Context: an optimization exercise on an open-source flow, tuned for small area and a short achievable clock period. The choices shown serve that exercise and are no tape-out recipe.
Where RTL was checked, it was by simulation tests only, not by an equivalence proof against the original.
No functional check of the RTL was part of runs 1 and 2.
Power is estimated from default activity; no workload was simulated.

## design/flow/run.sh

```bash
#!/bin/bash
# synth_recipe.tcl (not shown) runs the flow's synth.tcl, then flattens the netlist and writes it again
# the make line also repeats each setting of config.mk as NAME=value (left out here)
make -C /OpenROAD-flow-scripts/flow DESIGN_CONFIG=/design/flow/config.mk WORK_HOME=/design/flow/orfs CLKGATE_MAP_FILE= SYNTH_SCRIPT=/design/flow/synth_recipe.tcl finish
```

## design/flow/config.mk

```make
export PLATFORM = sky130hd
export DESIGN_NAME = row
export DESIGN_NICKNAME = row
export VERILOG_FILES = /design/flow/design.v
export SDC_FILE = /design/flow/constraint.sdc
export NUM_CORES = 4
export LEC_CHECK = 0
export CAP_MARGIN = 30
export CORE_MARGIN = 2
export CORE_UTILIZATION = 50
export SLEW_MARGIN = 20
```

## design/flow/constraint.sdc

```tcl
create_clock -name core_clock -period 12.0 [get_ports {clk}]
set_input_delay 2.4000 -clock core_clock [delete_from_list [all_inputs] [get_ports {clk}]]
set_output_delay 2.4000 -clock core_clock [all_outputs]
set_load 0.01 [all_outputs]
```

## design/flow/design.v

```verilog
module stack (
   input wire clk,
   input [13:0] we,
   input [10:0] d,
   input [3:0] depth,
   output [10:0] q      
);
   reg [10:0] mem [0:13];
   always_ff @(posedge clk) begin
      for (int i = 0; i < 14; i++)
         if (we[i]) mem[i] <= d;
   end
   assign q = mem[depth - 4'd2];
endmodule
module node (
   input wire clk,
   input wire rst,
   input wire stack,
   input [3:0] pLength,
   input [239:0] prog,
   input [3:0] wready,
   input [3:0] rready,
   input [10:0] left,
   input [10:0] right,
   input [10:0] up,
   input [10:0] down,
   output reg [10:0] out,
   output reg [3:0] write,
   output reg [3:0] read,
   output reg [10:0] acc
);
   reg [3:0] lw;
   reg [3:0] pc;         
   reg [10:0] bak;
   reg [2:0] last;       
   reg anyDst;           
   reg [3:0] depth;
   wire [10:0] memTop;
   wire [13:0] memWe;
   wire [1:0] anyDir = rready[0] ? 2'd0 : rready[1] ? 2'd1 : rready[2] ? 2'd2 : 2'd3;
   wire [15:0] instr = prog[16*pc +: 16];
   wire [2:0] dst = instr[13:11];
   wire [10:0] src = instr[10:0];
   wire [2:0] code = src[2:0];
   wire special = !src[10] && (&src[9:5]) && src[3];
   wire [1:0] sdir = code[2] ? code[1:0] : (code[0] ? last[1:0] : anyDir);
   wire [1:0] psel = stack ? anyDir : sdir;
   reg [10:0] pv;
   always_comb
      case (psel)
         2'd0: pv = left;
         2'd1: pv = right;
         2'd2: pv = up;
         2'd3: pv = down;
      endcase
   wire prdy = rready[psel];
   wire coreEn = !stack && (pLength != 4'd0);
   wire isMov = !instr[14];
   wire isAdd = instr[14:11] == 4'b1100;
   wire isSub = instr[14:11] == 4'b1101;
   wire isJro = instr[14:11] == 4'b1110;
   wire isMisc = instr[14:11] == 4'b1111;
   wire usesSrc = !isMisc;
   wire waiting = (write | lw) != 4'd0;
   wire ack = ((write | lw) & wready) != 4'd0;
   wire srcNone = special && code == 3'd3 && !last[2];
   wire srcPort = special && (code[2] || code[1]) && !srcNone;
   wire stall = usesSrc && srcPort && !prdy;
   reg [10:0] v;
   always_comb
      if (!special) v = src;
      else if (code == 3'd0) v = 11'd0;
      else if (code == 3'd1) v = acc;
      else v = pv;
   wire [11:0] opB = {v[10], v} ^ {12{isSub}};
   wire [11:0] sum = {acc[10], acc} + opB + {11'd0, isSub};
   wire over = !sum[11] && sum[10:0] > 11'd999;
   wire under = sum[11] && sum[10:0] < 11'd1049;
   wire [10:0] sat = over ? 11'd999 : under ? -11'sd999 : sum[10:0];
   wire [10:0] neg = -acc;
   wire [3:0] pLast = pLength - 4'd1;
   wire [4:0] t = {1'b0, pc} + {1'b0, v[3:0]};
   reg [3:0] jro;
   always_comb
      if (!v[10]) begin
         if (v[9:4] != 6'd0 || t > {1'b0, pLast}) jro = pLast;
         else jro = t[3:0];
      end
      else begin
         if (v[9:4] != 6'h3f || !t[4]) jro = 4'd0;
         else jro = t[3:0];
      end
   wire [3:0] inc = (pc == pLast) ? 4'd0 : pc + 4'd1;
   wire accZero = acc == 11'd0;
   reg jmpTaken;
   always_comb
      case (instr[6:4])
         3'b010: jmpTaken = 1'b1;
         3'b011: jmpTaken = accZero;
         3'b100: jmpTaken = !accZero;
         3'b101: jmpTaken = !acc[10] && !accZero;
         3'b110: jmpTaken = acc[10];
         default: jmpTaken = 1'b0;
      endcase
   wire movWrite = isMov && dst != 3'd1 && dst != 3'd0 && (dst != 3'd3 || last[2]);
   wire [1:0] wdir = dst[2] ? dst[1:0] : (dst[0] ? last[1:0] : 2'd2);
   reg [10:0] accC, bakC, outC;
   reg [3:0] pcC, writeC, lwC, readC;
   reg [2:0] lastC;
   reg anyDstC;
   always_comb begin
      accC = acc; bakC = bak; outC = out; pcC = pc; writeC = write; lwC = lw;
      readC = 4'd0; lastC = last; anyDstC = anyDst;
      if (waiting && !ack) begin
         if (write != 4'd0) begin
            if (anyDst) lastC = {1'b1, write[3] ? 2'd3 : write[2] ? 2'd2 : write[1] ? 2'd1 : 2'd0};
            lwC = write;
            writeC = 4'd0;
         end
         else begin
            writeC = anyDst ? {lw[1], lw[3], lw[0], lw[2]} : lw;
            lwC = 4'd0;
         end
      end
      else begin
         writeC = 4'd0;
         lwC = 4'd0;
         pcC = inc;
         anyDstC = dst == 3'd2;
         if (stall)
            pcC = pc;
         else if (!(usesSrc && srcNone)) begin
            if (usesSrc && srcPort) begin
               readC[sdir] = 1'b1;
               if (code == 3'd2) lastC = {1'b1, sdir};
            end
            if (isMov) begin
               if (dst == 3'd1) accC = v;
               else if (movWrite) begin
                  outC = v;
                  writeC[wdir] = 1'b1;
               end
            end
            else if (isAdd || isSub) accC = sat;
            else if (isJro) pcC = (special && code == 3'd0) ? 4'd0 : jro;
            else if (instr[6:4] == 3'b111) begin
               case (instr[1:0])
                  2'b00: begin accC = bak; bakC = acc; end
                  2'b01: bakC = acc;
                  2'b10: accC = neg;
                  2'b11: ;
               endcase
            end
            else if (jmpTaken) pcC = instr[3:0];
         end
      end
   end
   wire [3:0] stackLw = {lw[3], lw[2] | (lw == 4'd0), lw[1], lw[0]};
   wire pop = depth != 4'd0 && write == 4'd0 && (wready & stackLw) != 4'd0;
   wire push = depth != 4'd15 && rready != 4'd0 && !pop;
   reg [10:0] outS;
   reg [3:0] writeS, lwS, readS, depthS;
   always_comb begin
      outS = out; writeS = write; lwS = lw; readS = 4'd0; depthS = depth;
      if (depth != 4'd0 && write == 4'd0) begin
         if (pop) begin
            if (depth != 4'd1) outS = memTop;
            lwS = 4'd0;
            depthS = depth - 4'd1;
         end
         else
            writeS = {stackLw[1], stackLw[3], stackLw[0], stackLw[2]};
      end
      else if (write != 4'd0) begin
         lwS = write;
         writeS = 4'd0;
      end
      if (push) begin
         readS[anyDir] = 1'b1;
         outS = pv;
         depthS = depth + 4'd1;
      end
   end
   stack mem0(.clk(clk), .we(memWe), .d(out), .q(memTop), .depth(depth));
   assign memWe = (stack && push) ? (14'd1 << (depth - 4'd1)) & {14{depth != 4'd0}} : 14'd0;
   always_ff @(posedge clk or posedge rst) begin
      if (rst) begin
         out <= 11'd0;
         write <= 4'd0;
         read <= 4'd0;
         lw <= 4'd0;
         acc <= 11'd0;
         bak <= 11'd0;
         pc <= 4'd0;
         last <= 3'd0;
         anyDst <= 1'b0;
         depth <= 4'd0;
      end
      else if (stack) begin
         out <= outS;
         write <= writeS;
         read <= readS;
         lw <= lwS;
         depth <= depthS;
      end
      else if (coreEn) begin
         out <= outC;
         write <= writeC;
         read <= readC;
         lw <= lwC;
         acc <= accC;
         bak <= bakC;
         pc <= pcC;
         last <= lastC;
         anyDst <= anyDstC;
      end
   end
endmodule
module row
(
   input wire clk,
   input wire rst,
   input [15:0] pLength,
   input [959:0] prog,
   input [43:0] up,
   input [43:0] down,
   input [3:0] rreadyU,
   input [3:0] rreadyD,
   input [3:0] wreadyU,
   input [3:0] wreadyD,
   input [3:0] stack,
   output [3:0] writeU,
   output [3:0] writeD,
   output [43:0] out,
   output [3:0] readU,
   output [3:0] readD,
   output [43:0] acc
);
   wire [3:0] wr [0:3];
   wire [3:0] rd [0:3];
   genvar n;
   generate
      for (n = 0; n < 4; n++) begin : g
         wire rreadyL = (n == 0) ? 1'b0 : wr[(n == 0) ? 0 : n-1][1];
         wire rreadyR = (n == 3) ? 1'b0 : wr[(n == 3) ? 3 : n+1][0];
         wire wreadyL = (n == 0) ? 1'b0 : rd[(n == 0) ? 0 : n-1][1];
         wire wreadyR = (n == 3) ? 1'b0 : rd[(n == 3) ? 3 : n+1][0];
         wire [10:0] left = (n == 0) ? 11'd0 : out[11*((n == 0) ? 0 : n-1) +: 11];
         wire [10:0] right = (n == 3) ? 11'd0 : out[11*((n == 3) ? 3 : n+1) +: 11];
         node nd(.clk(clk), .rst(rst), .stack(stack[n]), .pLength(pLength[4*n +: 4]),
            .prog(prog[240*n +: 240]),
            .wready({wreadyD[n], wreadyU[n], wreadyR, wreadyL}),
            .rready({rreadyD[n], rreadyU[n], rreadyR, rreadyL}),
            .left(left), .right(right), .up(up[11*n +: 11]), .down(down[11*n +: 11]),
            .out(out[11*n +: 11]), .write(wr[n]), .read(rd[n]), .acc(acc[11*n +: 11]));
         assign writeU[n] = wr[n][2];
         assign writeD[n] = wr[n][3];
         assign readU[n] = rd[n][2];
         assign readD[n] = rd[n][3];
      end
   endgenerate
endmodule
```

==> summary.txt, run 1 <==
DRT
-------------------------------------------------------------------------------
Average wire length per cell after detail routing                       33.1 um
Post-detailed-route DRC marker count                                          0
Antenna Violating Nets Remaining                                              0
Via Count                                                                 50000
Average vias per placed instance                                           6.66
Detailed-routing iteration count for the pre-antenna-repair pass              7
DR iter-0 viols                                                            6484
Final WL                                                              248000 um

TIMING
-------------------------------------------------------------------------------
Pins Over Slew Limit                                                          0
Actual slew at the worst max-slew pin                                   1.08 ns
Hold violation count in the final report                                      0
Final period util                                                         78.5%
Worst slew slack as a fraction of its limit                               25.9%
Setup_tns                                                                  0 ns
Fmax achieved                                                           106 MHz
Setup repair after global routing missed its margin                          no
Final setup violation count                                                   0
Worst Clk Skew                                                        0.0532 ns
Post-route worst setup slack                                            2.58 ns
Time the worst path needs with I/O delays and setup                     9.42 ns

GLOBAL ROUTING
-------------------------------------------------------------------------------
Global routing usage on met2                                              67.5%
Layer carrying the most global-route usage                                 met2
Initial antenna violation count                                              60
Remaining Overflow, GRT                                                       0
Maximum number of pins on one net before global-route repair                114
Overall global routing resource usage                                     44.1%
Grt met3 use                                                              10.6%
Wire length of the first global-routing pass                          348000 um
Met1 Usage GRT                                                            52.1%
Vias in the first global route                                            47400

PLACEMENT
-------------------------------------------------------------------------------
Setup slack at placement                                                2.13 ns
Placed wire-length estimate after detailed placement                  196000 um
Routability-driven placement congestion ratio                              1.08
Post-placement cell count                                                  7282
Port-buffer cells                                                          1129
Placed standard-cell area                                             66200 um2

CTS
-------------------------------------------------------------------------------
CTS buffer count                                                             88
Clk slew on worst S/H paths                                             0.06 ns
Setup repair bufs after CTS                                                   0
CTS sink count                                                              842
Total of cells resized after clock tree synthesis                             0
# hold bufs at CTS                                                            0
Clock tree root driver cell                                           clkbuf_16
TritonCTS clock tree                                                       done
Max clock buf depth                                                           3
Clock H-tree levels                                                           3
Clock insertion delay at the later pin of the skew report               0.70 ns

SYNTHESIS
-------------------------------------------------------------------------------
Largest cells by area after synthesis                              edfxtp_1 (35%), dfrtp_1 (11%), mux4_2 (7.0%)
Area share of the leading cell type in the synthesized netlist            34.5%
Synth area leader                                                      edfxtp_1
Post-Synthesis Mean Instance Area                                      10.9 um2
Count of flip-flops with a built-in enable after synthesis                  616
Synthesized netlist net count                                              6139
Ys async rst share                                                        26.8%
Post-synthesis sequential area ratio                                      45.1%
Synthesized area                                                      53500 um2
Most repeated cell in the gate-level netlist after synthesis           edfxtp_1
Number of unique standard cell types used by synthesis                      118
Yosys reg bits                                                              842
Number of warnings reported in the yosys synthesis log                        4
Most common library cells after synthesis                          edfxtp_1 (616), nand2_1 (404), nor2_1 (373)
Dominant register cell in the synthesized netlist                      edfxtp_1
Post-synthesis instance total                                              4918

POWER
-------------------------------------------------------------------------------
Largest vdd supply drop                                              0.000184 V
Pwr dens                                                             338 nW/um2
Standby leakage power                                                   25.6 nW

OUTCOME
-------------------------------------------------------------------------------
Run status                                     no timing/DRC/antenna violations

FINISH
-------------------------------------------------------------------------------
Final std cells w/o fill                                                   7510
Fillers                                                                    8593
Number of nets in the layout                                               7200
Synthesis-to-finish area growth                                           29.6%
Layout Cell Area excl Fill                                            69400 um2
Share of cells above drive strength 1                                     10.7%

DIE
-------------------------------------------------------------------------------
Initial standard-cell utilization of the core                             50.2%
Y dimension of the die                                                   331 um
Die X-Extent                                                             331 um
Io pins                                                                    1190
Die Area                                                             110000 um2
Placeable core area                                                  107000 um2
Number of rows in the core area                                             120

WORST SETUP PATH
-------------------------------------------------------------------------------
Setup crit start kind                                                 input pin
Worst endpoint data arrival time                                       10.04 ns
Depth of the most critical reg-to-reg path                                   26
Crit path required time                                                12.62 ns
Worst Path Max Fanout                                                        16
Crit path kind                                                           in2reg
Type of element capturing the critical path                            register

WORST HOLD PATH
-------------------------------------------------------------------------------
Worst hold path depth                                                         2
Kind of path behind the tightest hold check                             reg2reg

JOB
-------------------------------------------------------------------------------
Maximum Capacitance Violations                                                0

## sequential cells by signal, summed over array words and instances, names as in the netlist
| signal | cells |
|---|---|
| g.nd.bak | 44 |
| g.nd.anyDst | 4 |
| g.nd.out | 44 |
| g.nd.read | 14 |
| g.nd.pc | 16 |
| g.nd.write | 16 |
| g.nd.depth | 16 |
| g.nd.last | 12 |
| g.nd.acc | 44 |
| g.nd.lw | 16 |
| g.nd.mem0.mem | 616 |
## per-stage QoR
step	utilization (%)	hold slack [ns]	power (mW)
2_1_floorplan	-	0.444	14.8
3_3_place_gp	62.1	0.462	19.9
3_5_place_dp	62.1	0.471	20.1
4_1_cts	64.9	0.485	23.0
5_1_grt	65.1	0.515	24.6
6_report	65.1	0.488	23.4
## worst max-delay path, stage by stage
cell and delay [ns]:
clkdlybuf4s50_1 0.39, mux2_2 0.31, o22ai_1 0.63, o211ai_1 0.24, a32o_1 0.47, o21ai_4 0.65, mux2_2 0.28, nor2_1 0.04
a21oi_1 0.69, nand2_1 0.16, a31oi_1 0.67, xnor2_1 0.19, ha_1 0.32, a21o_1 0.21, a21o_1 0.18, a21oi_1 0.22
nor2b_1 0.08, o21a_1 0.18, o21ai_0 0.14, nand2b_1 0.08, a21oi_1 0.25, xnor2_1 0.20, o31a_1 0.26, a21boi_1 0.42
o31ai_1 0.17, a31oi_1 0.19
## cell usage in the layout (no fill, tap or decap), drive strengths merged, types with 62 or more instances in the layout
cell type and instances:
a21oi 284, a221oi 100, a22oi 115, and3 101, buf 126, clkbuf 120
clkdlybuf4s50 1129, dfrtp 226, edfxtp 616, ha 127, inv 157, mux2 127
mux2i 183, mux4 178, nand2 405, nand2b 62, nand3 128, nor2 374
nor3 74, o21ai 259, xnor2 108, xor2 71
## per-layer routing
layer | vias to the layer above | share of wire [%]
met2 | 3203 | 45
met5 | - | 0.041
met3 | 705 | 10
li1 | 21400 | -
met4 | 14 | 10
met1 | 24700 | 35
## worst paths after layout
check	startpoint	to	slack (ns)
setup / recovery	prog[416]	g[1].nd.acc[9]$_DFFE_PP0P_	2.58
hold / removal	g[0].nd.bak[1]$_DFFE_PP0P_	g[0].nd.bak[1]$_DFFE_PP0P_	0.49
setup reg to reg	g[1].nd.pc[1]$_DFFE_PP0P_	g[1].nd.acc[9]$_DFFE_PP0P_	3.47
hold reg to reg	g[0].nd.bak[1]$_DFFE_PP0P_	g[0].nd.bak[1]$_DFFE_PP0P_	0.49
max in group asynchronous	rst	g[3].nd.pc[1]$_DFFE_PP0P_	8.11
min in group asynchronous	rst	g[2].nd.bak[3]$_DFFE_PP0P_	2.29
## cells by family after synthesis
logic type | synth area share, %
simple gates | 12.9
compound gates | 18.5
flops | 45.1
mux | 13.7
buf+inv | 3.56
xor+xnor | 2.93
fa+ha+maj | 3.30
## where the power goes
part / switching [mW] / internal, mW
sequential: 0.938 / 4.01
clock: 1.23 / 1.61
combinational: 9.77 / 5.88
## cell type report
class,count,area [um2],area share (%)
multi-input cells,3640,27500,39.7
flip-flops and latches,842,24200,34.8
clock buffers,117,2400,3.46
well taps,1403,1760,2.53
repair buffers,1258,12300,17.7
inverters,149,567,0.817
clock inverters,48,574,0.827
diodes,53,133,0.191
==> run 2, diff against run 1 <==
--- a/design/flow/config.mk
+++ b/design/flow/config.mk
@@ -8,4 +8,5 @@
 export CAP_MARGIN = 30
 export CORE_MARGIN = 2
 export CORE_UTILIZATION = 50
+export SETUP_SLACK_MARGIN = 4
 export SLEW_MARGIN = 20
==> summary.txt, run 2 <==
OUTCOME
-------------------------------------------------------------------------------------
Run status                                           no timing/DRC/antenna violations

SYNTHESIS
-------------------------------------------------------------------------------------
Largest cells by area after synthesis                                    edfxtp_1 (35%), dfrtp_1 (11%), mux4_2 (7.0%)
Post-Synthesis Mean Instance Area                                            10.9 um2   unchanged
Post-synthesis sequential area ratio                                            45.1%   unchanged
Synthesized area                                                            53500 um2   unchanged
Ys async rst share                                                              26.8%   unchanged
Number of unique standard cell types used by synthesis                            118   unchanged
Synth area leader                                                            edfxtp_1
Yosys reg bits                                                                    842   unchanged
Synthesized netlist net count                                                    6139   unchanged
Number of warnings reported in the yosys synthesis log                              4   unchanged
Dominant register cell in the synthesized netlist                            edfxtp_1
Area share of the leading cell type in the synthesized netlist                  34.5%   unchanged
Most common library cells after synthesis                                edfxtp_1 (616), nand2_1 (404), nor2_1 (373)
Most repeated cell in the gate-level netlist after synthesis                 edfxtp_1
Count of flip-flops with a built-in enable after synthesis                        616   unchanged
Post-synthesis instance total                                                    4918   unchanged

PLACEMENT
-------------------------------------------------------------------------------------
Routability-driven placement congestion ratio                                    1.03   -4.1%
Port-buffer cells                                                                1129   unchanged
Placed standard-cell area                                                   66200 um2   about the same
Placed wire-length estimate after detailed placement                        192000 um   -2.1%

POWER
-------------------------------------------------------------------------------------
Switching part of the total                                                     50.7%   -0.20 points
Final Power                                                                   24.2 mW   +3.2%
Switching pwr                                                                 12.3 mW   +2.8%
Standby leakage power                                                         26.0 nW   +1.6%
Largest vdd supply drop                                                    0.000246 V   +34%
Portion of total power attributed to the clock network                          11.4%   -0.7 points
Cell-internal power                                                           11.9 mW   +3.7%
Share of total power in sequential cells                                        20.5%   -0.6 points
Fraction of power consumed by combinational cells                               68.1%   +1.4 points
Pwr dens                                                                   343 nW/um2   +1.6%

DIE
-------------------------------------------------------------------------------------
Placeable core area                                                        107000 um2   unchanged
Die Area                                                                   110000 um2   unchanged
Number of rows in the core area                                                   120   unchanged
Io pins                                                                          1190   unchanged
Die X-Extent                                                                   331 um   unchanged
Initial standard-cell utilization of the core                                   50.2%   unchanged
Y dimension of the die                                                         331 um   unchanged

GLOBAL ROUTING
-------------------------------------------------------------------------------------
Initial antenna violation count                                                    59   -1.7%
Remaining Overflow, GRT                                                             0   unchanged
Overall global routing resource usage                                           43.6%   -0.45 points
Maximum number of pins on one net before global-route repair                      131   +15%
Vias in the first global route                                                  47700   +0.64%
Wire length of the first global-routing pass                                346000 um   -0.75%

TIMING
-------------------------------------------------------------------------------------
Final setup violation count                                                         0   unchanged
Pins Over Slew Limit                                                                0   unchanged
Time the worst path needs with I/O delays and setup                           7.84 ns   -1.58 ns
Worst Clk Skew                                                              0.0235 ns   -0.0297 ns
Setup repair after global routing missed its margin                                no
Actual slew at the worst max-slew pin                                         1.09 ns   +0.0123 ns
Setup_tns                                                                        0 ns   unchanged
Final period util                                                               65.3%   -13 points
Fmax achieved                                                                 128 MHz   +20%
Hold violation count in the final report                                            0   unchanged
Worst slew slack as a fraction of its limit                                     27.0%   +1.1 points

FINISH
-------------------------------------------------------------------------------------
Number of nets in the layout                                                     7249   +0.68%
Layout Cell Area excl Fill                                                  70500 um2   +1.6%
Most flop-heavy register                                                 g.nd.mem0.mem
Synthesis-to-finish area growth                                                 31.7%
Area of all sequential standard cells                                       24200 um2   about the same
Flip-flop count of the largest register, all copies and words added               616   unchanged
Most frequent standard cell in the layout excluding fill and tap cells   clkdlybuf4s50_1
Area taken by multi-input logic gates                                       28300 um2   +2.8%
Share of cells above drive strength 1                                           13.2%   +2.5 points
Fillers                                                                          8626   +0.38%
Top library cells by usage in the layout, fill and taps aside            clkdlybuf4s50_1 (1118), edfxtp_1 (616), nand2_1 (399)

WORST SETUP PATH
-------------------------------------------------------------------------------------
Worst Path Max Fanout                                                               7   -9
Worst stage delay on the critical path                                        0.63 ns   -0.06 ns
Crit path kind                                                                 in2reg
Type of element capturing the critical path                                  register
Crit path required time                                                      12.61 ns   about the same
Bufs and invs on worst path                                                         2   +1
Kind of cell adding the most delay to the critical path                  compound AO/OA/AOI/OAI gates
Worst endpoint data arrival time                                              8.45 ns   -1.59 ns
Crit path max-delay cell type                                                  mux4_2
Setup crit start kind                                                       input pin
Cell seen most often among critical-path stages                               a21oi_2

DRT
-------------------------------------------------------------------------------------
DR iter-0 viols                                                                  6677   +3.0%
Post-detailed-route DRC marker count                                                0   unchanged
Via Count                                                                       49900   -0.11%
Antenna Violating Nets Remaining                                                    0   unchanged
Average vias per placed instance                                                 6.60   -0.81%
Final WL                                                                    247000 um   -0.42%
Detailed-routing iteration count for the pre-antenna-repair pass                    6   -1
Average wire length per cell after detail routing                             32.7 um   -1.1%

JOB
-------------------------------------------------------------------------------------
Maximum Capacitance Violations                                                      0   unchanged

CTS
-------------------------------------------------------------------------------------
Clock insertion delay at the later pin of the skew report                     0.69 ns   about the same
TritonCTS clock tree                                                             done
Clk slew on worst S/H paths                                                   0.06 ns   about the same
CTS buffer count                                                                   88   unchanged
Clock tree root driver cell                                                 clkbuf_16
Clock H-tree levels                                                                 3   unchanged
Max clock buf depth                                                                 3   unchanged
CTS sink count                                                                    842   unchanged

WORST HOLD PATH
-------------------------------------------------------------------------------------
Kind of path behind the tightest hold check                                   reg2reg

## run 2: through the flow
stage / setup WS [ns] / hold slack, ns / std cells / util [%]
floorplan: 4.05 / 0.444 / 4918 / -
global placement: 2.33 / 0.463 / 7270 / 62.1
detailed placement: 2.27 / 0.474 / 7273 / 62.1
CTS: 4.01 / 0.488 / 7457 / 65.2
global route: 3.95 / 0.505 / 7561 / 66.2
finish: 4.16 / 0.489 / 7563 / 66.2
## run 2: area by class of cell
cell class              instances  share of cell area, %
multi-input cells            3641                   40.1
inverters                     149                  0.807
well taps                    1403                   2.49
diodes                         61                  0.216
clock inverters                55                  0.770
repair buffers               1306                   18.0
clock buffers                 106                   3.29
flip-flops and latches        842                   34.3
## run 2: worst paths after layout
path	slack [ns]	from	depth (start not counted)	end
setup / recovery	4.16	prog[465]	26	g[1].nd.acc[9]$_DFFE_PP0P_
hold / removal	0.49	g[1].nd.bak[0]$_DFFE_PP0P_	2	g[1].nd.bak[0]$_DFFE_PP0P_
setup reg to reg	4.47	g[3].nd.pc[0]$_DFFE_PP0P_	26	g[3].nd.acc[4]$_DFFE_PP0P_
hold reg to reg	0.49	g[1].nd.bak[0]$_DFFE_PP0P_	2	g[1].nd.bak[0]$_DFFE_PP0P_
max in group asynchronous	7.99	rst	5	g[1].nd.bak[7]$_DFFE_PP0P_
min in group asynchronous	2.22	rst	2	g[2].nd.read[2]$_DFFE_PP0P_
## run 2: worst min-delay path, delay by kind of cell, from the launching register on
family          cells  cell delay (ns)
flops               1             0.34
simple gates        1             0.05
compound gates      1             0.06
## run 2: what timing repair did
| item | 4_1_cts | 5_1_grt |
|---|---|---|
| setup buffers | 23 | 35 |
| gates resized for setup | 57 | 121 |
| hold buffers | 0 | 0 |
| cloned | 0 | 1 |
| pin swaps | 9 | 26 |
| setup endpoints to repair | 49 | 53 |
## run 2: cells by family after synthesis
| logic type | Yosys count | synth area share [%] |
|---|---|---|
| AO/OA/AOI/OAI | 1409 | 18.5 |
| flip-flops | 842 | 45.1 |
| XOR/XNOR | 179 | 2.93 |
| multiplexers | 488 | 13.7 |
| buffers and inverters | 436 | 3.56 |
| AND/OR/NAND/NOR | 1427 | 12.9 |
| adder cells (fa/ha/maj) | 137 | 3.30 |
## run 2: power groups by stage
stage	sequential [mW]	clock [mW]	combinational [mW]
after global routing	5.03	2.87	17.5
after detailed placement	5.03	0	14.9
after CTS	4.97	2.75	15.3
after global placement	5.00	0	14.7
after floorplan	4.63	0	10.2
final	4.97	2.75	16.5
## run 2: routing by layer
metal | track usage [%] | part of all wire [%] | vias up
met2 | 66.9 | 45 | 3191
met5 | 0.478 | 0.043 | -
met1 | 51.2 | 34 | 24600
met3 | 10.6 | 10 | 667
li1 | - | - | 21500
met4 | 38.6 | 10 | 16
==> run 3, diff against run 2 <==
--- a/design/flow/design.v
+++ b/design/flow/design.v
@@ -37,24 +37,31 @@
    reg [3:0] depth;
    wire [10:0] memTop;
    wire [13:0] memWe;
+   reg isStack, coreEn;
+   reg [3:0] pLast;
+   always_ff @(posedge clk) begin
+      isStack <= stack;
+      coreEn <= !stack && (pLength != 4'd0);
+      pLast <= pLength - 4'd1;
+   end
    wire [1:0] anyDir = rready[0] ? 2'd0 : rready[1] ? 2'd1 : rready[2] ? 2'd2 : 2'd3;
-   wire [15:0] instr = prog[16*pc +: 16];
+   reg [14:0] instr;
+   wire [3:0] pcNext;
+   always_ff @(posedge clk)
+      instr <= prog[16*pcNext +: 15];
    wire [2:0] dst = instr[13:11];
    wire [10:0] src = instr[10:0];
    wire [2:0] code = src[2:0];
    wire special = !src[10] && (&src[9:5]) && src[3];
-   wire [1:0] sdir = code[2] ? code[1:0] : (code[0] ? last[1:0] : anyDir);
-   wire [1:0] psel = stack ? anyDir : sdir;
-   reg [10:0] pv;
-   always_comb
-      case (psel)
-         2'd0: pv = left;
-         2'd1: pv = right;
-         2'd2: pv = up;
-         2'd3: pv = down;
-      endcase
-   wire prdy = rready[psel];
-   wire coreEn = !stack && (pLength != 4'd0);
+   wire anyMode = isStack || code == 3'd2;
+   wire [1:0] fixedDir = code[2] ? code[1:0] : last[1:0];
+   wire takeL = anyMode ? rready[0] : fixedDir == 2'd0;
+   wire takeR = anyMode ? !rready[0] && rready[1] : fixedDir == 2'd1;
+   wire takeLR = takeL || takeR;
+   wire takeU = anyMode ? rready[2] : fixedDir == 2'd2;
+   wire [10:0] pv = takeLR ? (takeL ? left : right) : (takeU ? up : down);
+   wire prdy = takeLR ? (takeL ? rready[0] : rready[1]) : (takeU ? rready[2] : rready[3]);
+   wire [1:0] sdir = takeLR ? {1'b0, !takeL} : {1'b1, !takeU};
    wire isMov = !instr[14];
    wire isAdd = instr[14:11] == 4'b1100;
    wire isSub = instr[14:11] == 4'b1101;
@@ -66,30 +73,27 @@
    wire srcNone = special && code == 3'd3 && !last[2];
    wire srcPort = special && (code[2] || code[1]) && !srcNone;
    wire stall = usesSrc && srcPort && !prdy;
-   reg [10:0] v;
+   reg [10:0] spv;
    always_comb
-      if (!special) v = src;
-      else if (code == 3'd0) v = 11'd0;
-      else if (code == 3'd1) v = acc;
-      else v = pv;
-   wire [11:0] opB = {v[10], v} ^ {12{isSub}};
-   wire [11:0] sum = {acc[10], acc} + opB + {11'd0, isSub};
+      if (code == 3'd0) spv = 11'd0;
+      else if (code == 3'd1) spv = acc;
+      else spv = pv;
+   wire [10:0] v = special ? spv : src;
+   wire [11:0] sum = {acc[10], acc} + ({v[10], v} ^ {12{isSub}}) + {11'd0, isSub};
    wire over = !sum[11] && sum[10:0] > 11'd999;
    wire under = sum[11] && sum[10:0] < 11'd1049;
    wire [10:0] sat = over ? 11'd999 : under ? -11'sd999 : sum[10:0];
    wire [10:0] neg = -acc;
-   wire [3:0] pLast = pLength - 4'd1;
-   wire [4:0] t = {1'b0, pc} + {1'b0, v[3:0]};
-   reg [3:0] jro;
-   always_comb
-      if (!v[10]) begin
-         if (v[9:4] != 6'd0 || t > {1'b0, pLast}) jro = pLast;
-         else jro = t[3:0];
-      end
-      else begin
-         if (v[9:4] != 6'h3f || !t[4]) jro = 4'd0;
-         else jro = t[3:0];
-      end
+   wire [3:0] room = pLast - pc;        
+   function automatic [3:0] jroTo(input [10:0] x);
+      reg [3:0] t;
+      begin
+         t = pc + x[3:0];
+         if (!x[10]) jroTo = (x[9:4] == 6'd0 && x[3:0] <= room) ? t : pLast;
+         else jroTo = (x[9:4] == 6'h3f && x[3:0] > ~pc) ? t : 4'd0;
+      end
+   endfunction
+   wire [3:0] jro = (special && code == 3'd0) ? 4'd0 : jroTo(v);
    wire [3:0] inc = (pc == pLast) ? 4'd0 : pc + 4'd1;
    wire accZero = acc == 11'd0;
    reg jmpTaken;
@@ -142,7 +146,7 @@
                end
             end
             else if (isAdd || isSub) accC = sat;
-            else if (isJro) pcC = (special && code == 3'd0) ? 4'd0 : jro;
+            else if (isJro) pcC = jro;
             else if (instr[6:4] == 3'b111) begin
                case (instr[1:0])
                   2'b00: begin accC = bak; bakC = acc; end
@@ -155,6 +159,7 @@
          end
       end
    end
+   assign pcNext = rst ? 4'd0 : pcC;
    wire [3:0] stackLw = {lw[3], lw[2] | (lw == 4'd0), lw[1], lw[0]};
    wire pop = depth != 4'd0 && write == 4'd0 && (wready & stackLw) != 4'd0;
    wire push = depth != 4'd15 && rready != 4'd0 && !pop;
@@ -182,7 +187,7 @@
       end
    end
    stack mem0(.clk(clk), .we(memWe), .d(out), .q(memTop), .depth(depth));
-   assign memWe = (stack && push) ? (14'd1 << (depth - 4'd1)) & {14{depth != 4'd0}} : 14'd0;
+   assign memWe = (isStack && push) ? (14'd1 << (depth - 4'd1)) & {14{depth != 4'd0}} : 14'd0;
    always_ff @(posedge clk or posedge rst) begin
       if (rst) begin
          out <= 11'd0;
@@ -196,7 +201,7 @@
          anyDst <= 1'b0;
          depth <= 4'd0;
       end
-      else if (stack) begin
+      else if (isStack) begin
          out <= outS;
          write <= writeS;
          read <= readS;
==> design/flow/flow/run.sh (new file) <==
#!/bin/bash
# Standard layout, with the port buffers that placement inserts on every
# input and output made of the platform's smallest buffer (buf_1) instead of
# the delay cell buffer_ports picks by default.
set -euo pipefail
export BUFFER_PORTS_ARGS="-buffer_cell sky130_fd_sc_hd__buf_1"
bash standard.sh finish > standard.log 2>&1
==> design/flow/standard.sh (new file) <==
#!/bin/bash
# synth_recipe.tcl (not shown) runs the flow's synth.tcl, then flattens the netlist and writes it again
# the make line also repeats each setting of config.mk as NAME=value (left out here)
make -C /OpenROAD-flow-scripts/flow DESIGN_CONFIG=/design/flow/config.mk WORK_HOME=/design/flow/orfs CLKGATE_MAP_FILE= SYNTH_SCRIPT=/design/flow/synth_recipe.tcl "${@:-finish}"
--- a/design/flow/config.mk
+++ b/design/flow/config.mk
@@ -7,6 +7,6 @@
 export LEC_CHECK = 0
 export CAP_MARGIN = 30
 export CORE_MARGIN = 2
-export CORE_UTILIZATION = 50
-export SETUP_SLACK_MARGIN = 4
+export CORE_UTILIZATION = 55
+export SETUP_SLACK_MARGIN = 5
 export SLEW_MARGIN = 20
removed: design/flow/run.sh
==> summary.txt, run 3 <==
OUTCOME
------------------------------------------------------------------------------------
Run status                                                              did not finish
Tool error                                                              [ERROR PPL-0024] Number of IO pins (1190) exceeds maximum number of available positions (1174). Increase the die perimeter from 1301.96um to 1618.40um.
Last flow stage reached                                                 I/O pin placement (3_2_place_iop)

DIE
------------------------------------------------------------------------------------
Initial standard-cell utilization of the core                                  55.6%   +5.4 points
Die X-Extent                                                                  325 um   -1.7%
Y dimension of the die                                                        325 um   -1.7%
Number of rows in the core area                                                  117   -2.5%

SYNTHESIS
------------------------------------------------------------------------------------
Synthesized netlist net count                                                   6904   +12%
Synth area leader                                                           edfxtp_1
Area share of the leading cell type in the synthesized netlist                 32.5%   -2.0 points
Largest family of logic cells by synthesized area                       compound AO/OA/AOI/OAI gates
Post-synthesis instance total                                                   5668   +15%
Number of warnings reported in the yosys synthesis log                             4   unchanged
Ys async rst share                                                             24.4%   -2.4 points
Simple-gate share of the synthesized area                                      15.7%   +2.9 points
Largest cells by area after synthesis                                   edfxtp_1 (33%), dfrtp_1 (9.9%), o21ai_0 (3.8%)
Share of synthesized area spent on multiplexers                                6.34%   -7.3 points
Adder and majority gate portion of the synthesized area                        3.51%   +0.21 points
Post-synthesis compound-gate area fraction                                     22.8%   +4.3 points
Yosys reg bits                                                                   926   +10%
Most repeated cell in the gate-level netlist after synthesis                edfxtp_1
Count of flip-flops with a built-in enable after synthesis                       616   unchanged
Most common library cells after synthesis                               edfxtp_1 (616), nand2_1 (480), o21ai_0 (427)
Number of unique standard cell types used by synthesis                           130   +10%
Parity-gate share of the synthesized area counting xor and xnor cells          2.28%   -0.65 points
Post-synthesis sequential area ratio                                           45.4%   +0.34 points
Post-Synthesis Mean Instance Area                                           10.0 um2   -7.9%
Synthesized area                                                           56800 um2   +6.2%
Dominant register cell in the synthesized netlist                           edfxtp_1

[run 3: cell families after synthesis]
group           after synthesis
xor+xnor                    148
buf+inv                     524
compound gates             1833
flops                       926
mux                         310
simple gates               1774
fa+ha+maj                   153
==> run 4, diff against run 3 <==
--- a/design/flow/design.v
+++ b/design/flow/design.v
@@ -1,16 +1,22 @@
 module stack (
    input wire clk,
-   input [13:0] we,
+   input [11:0] we,
    input [10:0] d,
+   input [10:0] e12,
+   input [10:0] e13,
    input [3:0] depth,
-   output [10:0] q      
+   output reg [10:0] q      
 );
-   reg [10:0] mem [0:13];
+   reg [10:0] mem [0:11];
    always_ff @(posedge clk) begin
-      for (int i = 0; i < 14; i++)
+      for (int i = 0; i < 12; i++)
          if (we[i]) mem[i] <= d;
    end
-   assign q = mem[depth - 4'd2];
+   wire [3:0] i = depth - 4'd2;
+   always_comb
+      if (i == 4'd12) q = e12;
+      else if (i == 4'd13) q = e13;
+      else q = mem[i];
 endmodule
 module node (
    input wire clk,
@@ -27,11 +33,11 @@
    output reg [10:0] out,
    output reg [3:0] write,
    output reg [3:0] read,
-   output reg [10:0] acc
+   output [10:0] acc
 );
    reg [3:0] lw;
    reg [3:0] pc;         
-   reg [10:0] bak;
+   reg [10:0] accR, bakR;    
    reg [2:0] last;       
    reg anyDst;           
    reg [3:0] depth;
@@ -44,6 +50,7 @@
       coreEn <= !stack && (pLength != 4'd0);
       pLast <= pLength - 4'd1;
    end
+   assign acc = isStack ? 11'd0 : accR;
    wire [1:0] anyDir = rready[0] ? 2'd0 : rready[1] ? 2'd1 : rready[2] ? 2'd2 : 2'd3;
    reg [14:0] instr;
    wire [3:0] pcNext;
@@ -76,14 +83,14 @@
    reg [10:0] spv;
    always_comb
       if (code == 3'd0) spv = 11'd0;
-      else if (code == 3'd1) spv = acc;
+      else if (code == 3'd1) spv = accR;
       else spv = pv;
    wire [10:0] v = special ? spv : src;
-   wire [11:0] sum = {acc[10], acc} + ({v[10], v} ^ {12{isSub}}) + {11'd0, isSub};
+   wire [11:0] sum = {accR[10], accR} + ({v[10], v} ^ {12{isSub}}) + {11'd0, isSub};
    wire over = !sum[11] && sum[10:0] > 11'd999;
    wire under = sum[11] && sum[10:0] < 11'd1049;
    wire [10:0] sat = over ? 11'd999 : under ? -11'sd999 : sum[10:0];
-   wire [10:0] neg = -acc;
+   wire [10:0] neg = -accR;
    wire [3:0] room = pLast - pc;        
    function automatic [3:0] jroTo(input [10:0] x);
       reg [3:0] t;
@@ -95,15 +102,15 @@
    endfunction
    wire [3:0] jro = (special && code == 3'd0) ? 4'd0 : jroTo(v);
    wire [3:0] inc = (pc == pLast) ? 4'd0 : pc + 4'd1;
-   wire accZero = acc == 11'd0;
+   wire accZero = accR == 11'd0;
    reg jmpTaken;
    always_comb
       case (instr[6:4])
          3'b010: jmpTaken = 1'b1;
          3'b011: jmpTaken = accZero;
          3'b100: jmpTaken = !accZero;
-         3'b101: jmpTaken = !acc[10] && !accZero;
-         3'b110: jmpTaken = acc[10];
+         3'b101: jmpTaken = !accR[10] && !accZero;
+         3'b110: jmpTaken = accR[10];
          default: jmpTaken = 1'b0;
       endcase
    wire movWrite = isMov && dst != 3'd1 && dst != 3'd0 && (dst != 3'd3 || last[2]);
@@ -113,7 +120,7 @@
    reg [2:0] lastC;
    reg anyDstC;
    always_comb begin
-      accC = acc; bakC = bak; outC = out; pcC = pc; writeC = write; lwC = lw;
+      accC = accR; bakC = bakR; outC = out; pcC = pc; writeC = write; lwC = lw;
       readC = 4'd0; lastC = last; anyDstC = anyDst;
       if (waiting && !ack) begin
          if (write != 4'd0) begin
@@ -149,8 +156,8 @@
             else if (isJro) pcC = jro;
             else if (instr[6:4] == 3'b111) begin
                case (instr[1:0])
-                  2'b00: begin accC = bak; bakC = acc; end
-                  2'b01: bakC = acc;
+                  2'b00: begin accC = bakR; bakC = accR; end
+                  2'b01: bakC = accR;
                   2'b10: accC = neg;
                   2'b11: ;
                endcase
@@ -186,7 +193,7 @@
          depthS = depth + 4'd1;
       end
    end
-   stack mem0(.clk(clk), .we(memWe), .d(out), .q(memTop), .depth(depth));
+   stack mem0(.clk(clk), .we(memWe[11:0]), .d(out), .e12(accR), .e13(bakR), .q(memTop), .depth(depth));
    assign memWe = (isStack && push) ? (14'd1 << (depth - 4'd1)) & {14{depth != 4'd0}} : 14'd0;
    always_ff @(posedge clk or posedge rst) begin
       if (rst) begin
@@ -194,8 +201,8 @@
          write <= 4'd0;
          read <= 4'd0;
          lw <= 4'd0;
-         acc <= 11'd0;
-         bak <= 11'd0;
+         accR <= 11'd0;
+         bakR <= 11'd0;
          pc <= 4'd0;
          last <= 3'd0;
          anyDst <= 1'b0;
@@ -207,14 +214,16 @@
          read <= readS;
          lw <= lwS;
          depth <= depthS;
+         if (memWe[12]) accR <= out;
+         if (memWe[13]) bakR <= out;
       end
       else if (coreEn) begin
          out <= outC;
          write <= writeC;
          read <= readC;
          lw <= lwC;
-         acc <= accC;
-         bak <= bakC;
+         accR <= accC;
+         bakR <= bakC;
          pc <= pcC;
          last <= lastC;
          anyDst <= anyDstC;
==> design/flow/flow/run.sh (replaced) <==
#!/bin/bash
# The standard layout (standard.sh), with two changes to how it is made:
# - the buffer that placement puts on every input and output port is the
#   platform's smallest buffer (buf_1) instead of the delay cell that
#   buffer_ports picks by default;
# - synthesis leaves adders as plain gates for abc (no full/half adder
#   cells), so abc can time the carry logic with the rest.
# make's full output goes to standard.log; ORFS keeps each step's log in
# orfs/logs.
set -euo pipefail
export BUFFER_PORTS_ARGS="-buffer_cell sky130_fd_sc_hd__buf_1"
export ADDER_MAP_FILE=
bash standard.sh finish > standard.log 2>&1
--- a/design/flow/config.mk
+++ b/design/flow/config.mk
@@ -6,7 +6,7 @@
 export NUM_CORES = 4
 export LEC_CHECK = 0
 export CAP_MARGIN = 30
-export CORE_MARGIN = 2
-export CORE_UTILIZATION = 55
+export CORE_AREA = 2 2 338 338
+export DIE_AREA = 0 0 340 340
 export SETUP_SLACK_MARGIN = 5
 export SLEW_MARGIN = 20
==> summary.txt, run 4 <==
SYNTHESIS
-------------------------------------------------------------------------------------
Dominant register cell in the synthesized netlist                            edfxtp_1
Number of unique standard cell types used by synthesis                            106   -18%
Post-synthesis sequential area ratio                                            42.7%   -2.8 points
Post-synthesis compound-gate area fraction                                      26.7%   +3.8 points
Number of warnings reported in the yosys synthesis log                              4   unchanged
Parity-gate share of the synthesized area counting xor and xnor cells           3.61%   +1.3 points
Count of flip-flops with a built-in enable after synthesis                        528   -14%
Adder and majority gate portion of the synthesized area                        0.428%   -3.1 points
Simple-gate share of the synthesized area                                       16.5%   +0.77 points
Ys async rst share                                                              27.0%   +2.6 points
Most repeated cell in the gate-level netlist after synthesis                  nand2_1
Synthesized netlist net count                                                    7084   +2.6%
Post-synthesis instance total                                                    5998   +5.8%
Most common library cells after synthesis                                nand2_1 (595), edfxtp_1 (528), nor2_1 (490)
Post-Synthesis Mean Instance Area                                            9.06 um2   -9.6%
Share of synthesized area spent on multiplexers                                 5.91%   -0.43 points
Synthesized area                                                            54400 um2   -4.4%
Yosys reg bits                                                                    838   -9.5%
Area share of the leading cell type in the synthesized netlist                  29.2%   -3.4 points
Synth area leader                                                            edfxtp_1
Largest cells by area after synthesis                                    edfxtp_1 (29%), dfrtp_1 (10%), mux2i_1 (4.7%)
Largest family of logic cells by synthesized area                        compound AO/OA/AOI/OAI gates

DRT
-------------------------------------------------------------------------------------
Post-detailed-route DRC marker count                                                0
Detailed-routing iteration count for the pre-antenna-repair pass                    8
Average vias per placed instance                                                 6.67
Antenna Violating Nets Remaining                                                    0
Average wire length per cell after detail routing                             30.9 um
DR iter-0 viols                                                                  7698
Via Count                                                                       57400
Final WL                                                                    266000 um

PLACEMENT
-------------------------------------------------------------------------------------
Port-buffer cells                                                                1129
Routability-driven placement congestion ratio                                    1.04
Post-placement cell count                                                        8361
Setup slack at placement                                                      3.24 ns
Placed wire-length estimate after detailed placement                        203000 um
Placed standard-cell area                                                   60500 um2

WORST HOLD PATH
-------------------------------------------------------------------------------------
Kind of path behind the tightest hold check                                   reg2reg
Source of the worst hold timing path                                     g[0].nd.last[2]$_DFFE_PP0P_

CTS
-------------------------------------------------------------------------------------
Clock insertion delay at the later pin of the skew report                     0.71 ns
Clock tree root driver cell                                                 clkbuf_16
TritonCTS clock tree                                                             done
CTS sink count                                                                    838
Clk slew on worst S/H paths                                                   0.07 ns
Clock H-tree levels                                                                 3
# hold bufs at CTS                                                                  0
CTS buffer count                                                                   90
Max clock buf depth                                                                 3

TIMING
-------------------------------------------------------------------------------------
Worst Clk Skew                                                              0.0360 ns
Time the worst path needs with I/O delays and setup                           7.01 ns
Hold Worst Slack                                                             0.484 ns
Worst slew slack as a fraction of its limit                                     27.1%
Hold violation count in the final report                                            0
Pins Over Slew Limit                                                                0
Final period util                                                               58.5%
Fmax achieved                                                                 143 MHz
Final setup violation count                                                         0
Actual slew at the worst max-slew pin                                         1.08 ns
Setup_tns                                                                        0 ns
Setup repair after global routing missed its margin                               yes
Post-route worst setup slack                                                  4.99 ns

WORST SETUP PATH
-------------------------------------------------------------------------------------
Worst endpoint data arrival time                                              7.58 ns
Worst Path Max Fanout                                                              29
Crit path kind                                                                 in2reg
Cell chain of the critical path                                          buf_1 > inv_1 > o22ai_2 > clkbuf_4 > mux2i_1 > o21ai_0 > a221o_1 > nand2_4 > nand4_1 > a2111oi_1 > a21boi_2 > mux2i_1 > a31oi_4 > nor3_4 > buf_6 > nor2_1 > buf_6 > a222oi_1 > nor2_1 > a211o_1
Source of the worst register-to-register timing path                     g[2].nd.instr[1]$_DFF_P_
Worst stage delay on the critical path                                        0.43 ns
Setup crit start kind                                                       input pin
Timing startpoint of the critical path                                     rreadyU[0]
Crit path required time                                                      12.57 ns
Type of element capturing the critical path                                  register
Crit path max-delay cell type                                                  nor3_4

FINISH
-------------------------------------------------------------------------------------
Top library cells by usage in the layout, fill and taps aside            buf_1 (1127), nand2_1 (581), edfxtp_1 (528)
Share of cells above drive strength 1                                           10.4%
Most frequent standard cell in the layout excluding fill and tap cells          buf_1
Core Util, Final                                                                57.7%
Layout Cell Area excl Fill                                                  64800 um2
Number of nets in the layout                                                     8089
Registers with the highest flip-flop counts                              g.nd.mem0.mem (528), g.nd.instr (60)
Synthesis-to-finish area growth                                                 19.2%
Flip-flop count of the largest register, all copies and words added               528
Most flop-heavy register                                                 g.nd.mem0.mem
Final std cells w/o fill                                                         8604

DIE
-------------------------------------------------------------------------------------
Initial standard-cell utilization of the core                                   48.4%   -7.2 points
Die X-Extent                                                                   340 um   +4.5%
Die Area                                                                   116000 um2
Y dimension of the die                                                         340 um   +4.5%
Placeable core area                                                        112000 um2
Number of rows in the core area                                                   123   +5.1%
Io pins                                                                          1190

JOB
-------------------------------------------------------------------------------------
Maximum Capacitance Violations                                                      0

POWER
-------------------------------------------------------------------------------------
Portion of total power attributed to the clock network                          12.5%
Share of total power in sequential cells                                        22.9%
Pwr dens                                                                   350 nW/um2
Cell-internal power                                                           10.7 mW
Standby leakage power                                                         22.5 nW
Switching pwr                                                                 12.0 mW
Largest vdd supply drop                                                    0.000183 V
Fraction of power consumed by combinational cells                               64.6%
Final Power                                                                   22.7 mW
Switching part of the total                                                     52.8%

GLOBAL ROUTING
-------------------------------------------------------------------------------------
Vias in the first global route                                                  52200
Initial antenna violation count                                                    46
Wire length of the first global-routing pass                                370000 um
Maximum number of pins on one net before global-route repair                       64
Overall global routing resource usage                                           43.7%
Remaining Overflow, GRT                                                             0

OUTCOME
-------------------------------------------------------------------------------------
Run status                                           no timing/DRC/antenna violations

## run 4: cell type report
cell class / count / area [um2]
Fill cell: 10200 / 47400
Multi-Input combinational cell: 4571 / 29900
Sequential cell: 838 / 23200
Timing Repair Buffer: 1391 / 6370
Clock buffer: 119 / 2450
Tap cell: 1500 / 1880
Clock inverter: 51 / 518
Inverter: 111 / 428
Antenna cell: 23 / 57.6
## run 4: cell families after synthesis
kind of cell    count (synthesis)
simple gates                 1898
buf+inv                       592
mux                           314
xor+xnor                      221
flops                         838
compound gates               2112
fa+ha+maj                      23
## run 4: critical path, delay by kind of cell
| kind | cells | cell delay (ns) |
|---|---|---|
| AOI/OAI and AO/OA | 8 | 2.25 |
| muxes | 2 | 0.72 |
| buffers and inverters | 5 | 1.15 |
| and+or+nand+nor | 5 | 1.05 |
## run 4: repair_timing
action	4_1_cts	5_1_grt
gates resized for setup	78	118
pin swaps	7	14
buffers inserted	7	22
endpoints found under the setup margin	89	95
cloned	1	3
## run 4: path summary, 6_finish.rpt
check,slack [ns],cells past startpoint,to
min,0.48,1,g[0].nd.last[2]$_DFFE_PP0P_
max,4.99,20,g[0].nd.instr[12]$_DFF_P_
max in group asynchronous,8.22,5,g[2].nd.bakR[9]$_DFFE_PP0P_
min in group asynchronous,2.44,4,g[1].nd.pc[0]$_DFFE_PP0P_
min reg2reg,0.48,1,g[0].nd.last[2]$_DFFE_PP0P_
max reg2reg,5.17,20,g[2].nd.instr[6]$_DFF_P_
## run 4: power by group through the flow
| stage | combinational (mW) | sequential [mW] | clock (mW) |
|---|---|---|---|
| after detailed placement | 13.5 | 5.17 | 0 |
| after global placement | 13.3 | 5.18 | 0 |
| after CTS | 13.7 | 5.12 | 2.85 |
| after floorplan | 9.15 | 4.60 | 0 |
| final | 14.7 | 5.19 | 2.84 |
| after global routing | 15.5 | 5.24 | 2.98 |
## run 4: per-layer routing
metal | track usage (%) | part of all wire [%] | up-vias
met2 | 63.5 | 42 | 3878
met4 | 22.6 | 6.2 | 38
met5 | 0 | 0.093 | -
li1 | - | - | 25000
met3 | 14.1 | 13 | 684
met1 | 58.2 | 38 | 27700
==> run 5, diff against run 4 <==
--- a/design/flow/design.v
+++ b/design/flow/design.v
@@ -62,13 +62,15 @@
    wire special = !src[10] && (&src[9:5]) && src[3];
    wire anyMode = isStack || code == 3'd2;
    wire [1:0] fixedDir = code[2] ? code[1:0] : last[1:0];
-   wire takeL = anyMode ? rready[0] : fixedDir == 2'd0;
-   wire takeR = anyMode ? !rready[0] && rready[1] : fixedDir == 2'd1;
-   wire takeLR = takeL || takeR;
-   wire takeU = anyMode ? rready[2] : fixedDir == 2'd2;
-   wire [10:0] pv = takeLR ? (takeL ? left : right) : (takeU ? up : down);
-   wire prdy = takeLR ? (takeL ? rready[0] : rready[1]) : (takeU ? rready[2] : rready[3]);
-   wire [1:0] sdir = takeLR ? {1'b0, !takeL} : {1'b1, !takeU};
+   wire [3:0] take;
+   assign take[0] = anyMode ? rready[0] : fixedDir == 2'd0;
+   assign take[1] = anyMode ? !rready[0] && rready[1] : fixedDir == 2'd1;
+   assign take[2] = anyMode ? !rready[0] && !rready[1] && rready[2] : fixedDir == 2'd2;
+   assign take[3] = anyMode ? !rready[0] && !rready[1] && !rready[2] : fixedDir == 2'd3;
+   wire [10:0] pv = ({11{take[0]}} & left) | ({11{take[1]}} & right) |
+                    ({11{take[2]}} & up) | ({11{take[3]}} & down);
+   wire prdy = (take & rready) != 4'd0;
+   wire [1:0] sdir = anyMode ? anyDir : fixedDir;
    wire isMov = !instr[14];
    wire isAdd = instr[14:11] == 4'b1100;
    wire isSub = instr[14:11] == 4'b1101;
@@ -80,17 +82,18 @@
    wire srcNone = special && code == 3'd3 && !last[2];
    wire srcPort = special && (code[2] || code[1]) && !srcNone;
    wire stall = usesSrc && srcPort && !prdy;
-   reg [10:0] spv;
-   always_comb
-      if (code == 3'd0) spv = 11'd0;
-      else if (code == 3'd1) spv = accR;
-      else spv = pv;
-   wire [10:0] v = special ? spv : src;
-   wire [11:0] sum = {accR[10], accR} + ({v[10], v} ^ {12{isSub}}) + {11'd0, isSub};
+   wire usePv = special && code[2:1] != 2'd0;
+   wire isNeg = isMisc && instr[6:4] == 3'b111 && instr[1:0] == 2'b10;
+   wire [10:0] vOther = (isNeg || (special && code[0])) ? accR : special ? 11'd0 : src;
+   wire [10:0] v = ({11{usePv && take[0]}} & left) | ({11{usePv && take[1]}} & right) |
+                   ({11{usePv && take[2]}} & up) | ({11{usePv && take[3]}} & down) |
+                   ({11{!usePv}} & vOther);
+   wire sb = isSub || isNeg;
+   wire [10:0] opA = isNeg ? 11'd0 : accR;
+   wire [11:0] sum = {opA[10], opA} + ({v[10], v} ^ {12{sb}}) + {11'd0, sb};
    wire over = !sum[11] && sum[10:0] > 11'd999;
    wire under = sum[11] && sum[10:0] < 11'd1049;
    wire [10:0] sat = over ? 11'd999 : under ? -11'sd999 : sum[10:0];
-   wire [10:0] neg = -accR;
    wire [3:0] room = pLast - pc;        
    function automatic [3:0] jroTo(input [10:0] x);
       reg [3:0] t;
@@ -158,7 +161,7 @@
                case (instr[1:0])
                   2'b00: begin accC = bakR; bakC = accR; end
                   2'b01: bakC = accR;
-                  2'b10: accC = neg;
+                  2'b10: accC = sat;
                   2'b11: ;
                endcase
             end
==> design/flow/flow/run.sh (replaced) <==
#!/bin/bash
# The standard layout (standard.sh), with three changes to how it is made:
# - the buffer that placement puts on every input and output port is the
#   platform's smallest buffer (buf_1) instead of the delay cell that
#   buffer_ports picks by default;
# - synthesis leaves adders as plain gates for abc (no full/half adder
#   cells), so abc can time the carry logic with the rest;
# - timing repair aims at a setup margin of 7 ns.
# make's full output goes to standard.log; ORFS keeps each step's log in
# orfs/logs.
set -euo pipefail
export BUFFER_PORTS_ARGS="-buffer_cell sky130_fd_sc_hd__buf_1"
export ADDER_MAP_FILE=
export SETUP_SLACK_MARGIN=7
bash standard.sh finish > standard.log 2>&1
--- a/design/flow/config.mk
+++ b/design/flow/config.mk
@@ -5,8 +5,9 @@
 export SDC_FILE = /design/flow/constraint.sdc
 export NUM_CORES = 4
 export LEC_CHECK = 0
+export ABC_AREA = 1
 export CAP_MARGIN = 30
 export CORE_AREA = 2 2 338 338
+export CTS_BUF_LIST = sky130_fd_sc_hd__clkbuf_4 sky130_fd_sc_hd__clkbuf_8
 export DIE_AREA = 0 0 340 340
-export SETUP_SLACK_MARGIN = 5
 export SLEW_MARGIN = 20
==> summary.txt, run 5 <==
POWER
-------------------------------------------------------------------------------------
Portion of total power attributed to the clock network                          11.7%   -0.8 points
Cell-internal power                                                           10.9 mW   +1.6%
Switching pwr                                                                 14.4 mW   +20%
Standby leakage power                                                         32.0 nW   +43%
Pwr dens                                                                   349 nW/um2   -0.49%
Share of total power in sequential cells                                        19.0%   -3.9 points
Final Power                                                                   25.3 mW   +11%
Switching part of the total                                                     56.9%   +4.2 points
Largest vdd supply drop                                                    0.000324 V   +78%
Fraction of power consumed by combinational cells                               69.2%   +4.6 points

SYNTHESIS
-------------------------------------------------------------------------------------
Share of synthesized area spent on multiplexers                                0.480%   -5.4 points
Largest family of logic cells by synthesized area                        simple AND/OR/NAND/NOR gates
Largest cells by area after synthesis                                    edfxtp_1 (27%), nand2_1 (13%), nand3_1 (13%)
Adder and majority gate portion of the synthesized area                            0%   -0.43 points
Post-synthesis sequential area ratio                                            39.6%   -3.1 points
Synthesized netlist net count                                                    9360   +32%
Post-synthesis instance total                                                    8274   +38%
Synthesized area                                                            58600 um2   +7.9%
Yosys reg bits                                                                    838   unchanged
Most repeated cell in the gate-level netlist after synthesis                  nand2_1
Most common library cells after synthesis                                nand2_1 (1981), nand3_1 (1484), inv_1 (1108)
Post-synthesis compound-gate area fraction                                      11.8%   -15 points
Count of flip-flops with a built-in enable after synthesis                        528   unchanged
Number of unique standard cell types used by synthesis                             79   -25%
Parity-gate share of the synthesized area counting xor and xnor cells          0.672%   -2.9 points
Post-Synthesis Mean Instance Area                                            7.09 um2   -22%
Area share of the leading cell type in the synthesized netlist                  27.0%   -2.1 points
Dominant register cell in the synthesized netlist                            edfxtp_1
Number of warnings reported in the yosys synthesis log                              4   unchanged
Ys async rst share                                                              27.0%   unchanged
Simple-gate share of the synthesized area                                       36.6%   +20 points
Synth area leader                                                            edfxtp_1

TIMING
-------------------------------------------------------------------------------------
Setup_tns                                                                        0 ns   unchanged
Setup repair after global routing missed its margin                               yes
Final period util                                                               41.9%   -17 points
Fmax achieved                                                                 199 MHz   +39%
Pins Over Slew Limit                                                                0   unchanged
Time the worst path needs with I/O delays and setup                           5.03 ns   -1.98 ns
Worst Clk Skew                                                              0.0834 ns   +0.0474 ns
Post-route worst setup slack                                                  6.97 ns   +1.98 ns
Actual slew at the worst max-slew pin                                         1.14 ns   +0.0652 ns
Final setup violation count                                                         0   unchanged
Hold violation count in the final report                                            0   unchanged
Hold Worst Slack                                                             0.492 ns   +0.00830 ns
Worst slew slack as a fraction of its limit                                     23.8%   -3.3 points

CTS
-------------------------------------------------------------------------------------
Max clock buf depth                                                                 3   unchanged
CTS sink count                                                                    838   unchanged
TritonCTS clock tree                                                             done
Clock insertion delay at the later pin of the skew report                     0.91 ns   +0.20 ns
CTS buffer count                                                                  145   +61%
Clk slew on worst S/H paths                                                   0.07 ns   about the same
# hold bufs at CTS                                                                  0   unchanged
Clock tree root driver cell                                                  clkbuf_8
Clock H-tree levels                                                                 4   +1

DRT
-------------------------------------------------------------------------------------
DR iter-0 viols                                                                 10300   +34%
Detailed-routing iteration count for the pre-antenna-repair pass                    9   +1
Antenna Violating Nets Remaining                                                    0   unchanged
Final WL                                                                    307000 um   +16%
Via Count                                                                       69500   +21%
Average vias per placed instance                                                 6.22   -6.7%
Average wire length per cell after detail routing                             27.5 um   -11%
Post-detailed-route DRC marker count                                                0   unchanged

FINISH
-------------------------------------------------------------------------------------
Top library cells by usage in the layout, fill and taps aside            nand2_1 (1857), nand3_1 (1353), buf_1 (1125)
Core Util, Final                                                                64.7%   +7.0 points
Final std cells w/o fill                                                        11200   +30%
Registers with the highest flip-flop counts                              g.nd.mem0.mem (528), g.nd.instr (60)
Number of nets in the layout                                                    10600   +31%
Area of all sequential standard cells                                       23200 um2   about the same
Layout Cell Area excl Fill                                                  72600 um2   +12%
Flip-flop count of the largest register, all copies and words added               528   unchanged
Synthesis-to-finish area growth                                                 23.8%
Area taken by multi-input logic gates                                       31600 um2   +5.8%
Fillers                                                                         10100   -1.1%
Share of cells above drive strength 1                                           12.0%   +1.5 points
Most flop-heavy register                                                 g.nd.mem0.mem
Most frequent standard cell in the layout excluding fill and tap cells        nand2_1

PLACEMENT
-------------------------------------------------------------------------------------
Post-placement cell count                                                       10600   +27%
Routability-driven placement congestion ratio                                    1.13   +8.5%
Placed standard-cell area                                                   64000 um2   +5.9%
Placed wire-length estimate after detailed placement                        228000 um   +12%
Setup slack at placement                                                      4.26 ns   +1.02 ns
Port-buffer cells                                                                1129   unchanged

WORST SETUP PATH
-------------------------------------------------------------------------------------
Setup crit start kind                                                       input pin
Depth of the most critical reg-to-reg path                                         24   +20%
Type of element capturing the critical path                                  register
Timing startpoint of the critical path                                     rreadyU[2]
Crit path kind                                                                 in2reg
Crit path required time                                                      12.74 ns   +0.17 ns
Flop-to-flop setup slack                                                      7.12 ns   +1.95 ns
Terminus of the critical flop-to-flop path                               g[3].nd.instr[9]$_DFF_P_
Source of the worst register-to-register timing path                     g[3].nd.instr[13]$_DFF_P_
Worst endpoint data arrival time                                              5.77 ns   -1.81 ns
Worst Path Max Fanout                                                               7   -76%
Worst setup path endpoint                                                g[2].nd.instr[0]$_DFF_P_

JOB
-------------------------------------------------------------------------------------
Maximum Capacitance Violations                                                      0   unchanged

DIE
-------------------------------------------------------------------------------------
Placeable core area                                                        112000 um2   unchanged
Die X-Extent                                                                   340 um   unchanged
Io pins                                                                          1190   unchanged
Initial standard-cell utilization of the core                                   52.3%   +3.8 points
Number of rows in the core area                                                   123   unchanged
Die Area                                                                   116000 um2   unchanged
Y dimension of the die                                                         340 um   unchanged

OUTCOME
-------------------------------------------------------------------------------------
Run status                                           no timing/DRC/antenna violations

GLOBAL ROUTING
-------------------------------------------------------------------------------------
Initial antenna violation count                                                    66   +43%
Maximum number of pins on one net before global-route repair                       91   +42%
Overall global routing resource usage                                           49.3%   +5.6 points
Wire length of the first global-routing pass                                415000 um   +12%
Vias in the first global route                                                  60700   +16%
Remaining Overflow, GRT                                                             0   unchanged

WORST HOLD PATH
-------------------------------------------------------------------------------------
Kind of path behind the tightest hold check                                   reg2reg

[run 5: changes by cell type after synthesis, moves of 209 or more]
| cell | previous run | this run |
|---|---|---|
| clkbuf_1 | 406 | 197 |
| mux2i_1 | 257 | 9 |
| nand3b_1 | 12 | 284 |
| nand2_1 | 595 | 1981 |
| inv_1 | 106 | 1108 |
| nand3_1 | 148 | 1484 |
[run 5: critical path, stage by stage]
cell and delay [ns]:
buf_12 0.10, inv_8 0.04, nand2_8 0.09, nand2_8 0.07
nand2_4 0.07, inv_4 0.05, a22o_4 0.28, a211oi_4 0.35
nand2_2 0.12, nand2_4 0.11, buf_4 0.12, nand3_1 0.07
nand2_1 0.08, nand2_1 0.06, nand2_1 0.07, nand2_1 0.07
nand2_2 0.11, nand2_8 0.09, nand2_8 0.20, buf_12 0.18
buf_16 0.16, nand3b_1 0.18, nand3_1 0.20, nand3_1 0.15
nand3_4 0.20, nand2_1 0.08
[run 5: cell type report]
class	count	share of cell area [%]
multi-input cells	5901	43.6
flip-flops and latches	838	32.0
repair buffers	1465	11.2
inverters	1148	6.08
clock buffers	203	3.41
well taps	1500	2.59
clock inverters	65	1.03
diodes	44	0.152
[run 5: worst min path at each step]
stage                                      from                           to  cells past startpoint
floorplan           g[0].nd.last[0]$_DFFE_PP0P_  g[0].nd.last[0]$_DFFE_PP0P_                      2
global placement    g[0].nd.last[0]$_DFFE_PP0P_  g[0].nd.last[0]$_DFFE_PP0P_                      2
detailed placement  g[0].nd.last[0]$_DFFE_PP0P_  g[0].nd.last[0]$_DFFE_PP0P_                      2
CTS                 g[0].nd.last[0]$_DFFE_PP0P_  g[0].nd.last[0]$_DFFE_PP0P_                      2
global route        g[0].nd.last[0]$_DFFE_PP0P_  g[0].nd.last[0]$_DFFE_PP0P_                      2
finish              g[0].nd.last[0]$_DFFE_PP0P_  g[0].nd.last[0]$_DFFE_PP0P_                      2
[run 5: metal layers]
metal,vias up,global-route usage [%],routed length [um]
met3,1141,22.0,51300
met2,5517,68.3,121000
met1,32300,61.8,107000
met4,52,32.3,25900
met5,-,0.572,772
li1,30500,-,-
[run 5: cells by family (layout without fill, tap and decap cells)]
group,after synthesis,count (layout)
buf+inv,1560,2881
xor+xnor,45,45
other cells,0,44
compound gates,1103,1103
mux,26,26
simple gates,4702,4727
flops,838,838
[run 5: what timing repair did]
action / 4_1_cts / 5_1_grt
gates cloned: 34 / 23
pin swaps: 40 / 133
endpoints found under the setup margin: 199 / 167
buffers inserted: 57 / 73
resized for setup: 291 / 334
[run 5: power groups by stage]
stage,clock network [mW],registers [mW],logic [mW]
CTS,2.95,4.74,15.3
global route,3.07,4.83,18.2
global placement,0,4.78,13.4
floorplan,0,4.56,8.93
detailed placement,0,4.79,13.5
finish,2.97,4.81,17.5

separate check: timing with driven ports:
The flow's constraints put no driver on any port. The routed layouts listed below were extracted and timed again, unchanged, in two steps. Step 1 assumes that a clkbuf_16 drives the clock port and a buf_2 every other input. Step 2 moves the port delays by t, midway between the first and last clock arrival at a register: inputs arrive t later, outputs are due t later. That takes back most of the time a late clock gives input paths. Slacks: no drivers / after step 1 / after step 2; pairs: no drivers / after step 1.
| run | shift t [ns] | setup slack, ns | worst setup path after step 2 | slew at the worst register clock pin (ns) |
|---|---|---|---|---|
| run 1 | 0.753 | 2.582 / 2.645 / 1.892 | input to register | 0.07 / 0.07 |
| run 2 | 0.767 | 4.162 / 3.974 / 3.207 | input to register | 0.07 / 0.07 |
| run 4 | 0.775 | 4.986 / 4.956 / 4.181 | input to register | 0.08 / 0.08 |
| run 5 | 0.939 | 6.968 / 6.855 / 5.917 | input to register | 0.10 / 0.10 |
After both steps every run listed still meets setup and hold. For run 5, which loses most, drivers alone change the setup slack by -0.113 ns; drivers and shift together by -1.051 ns.
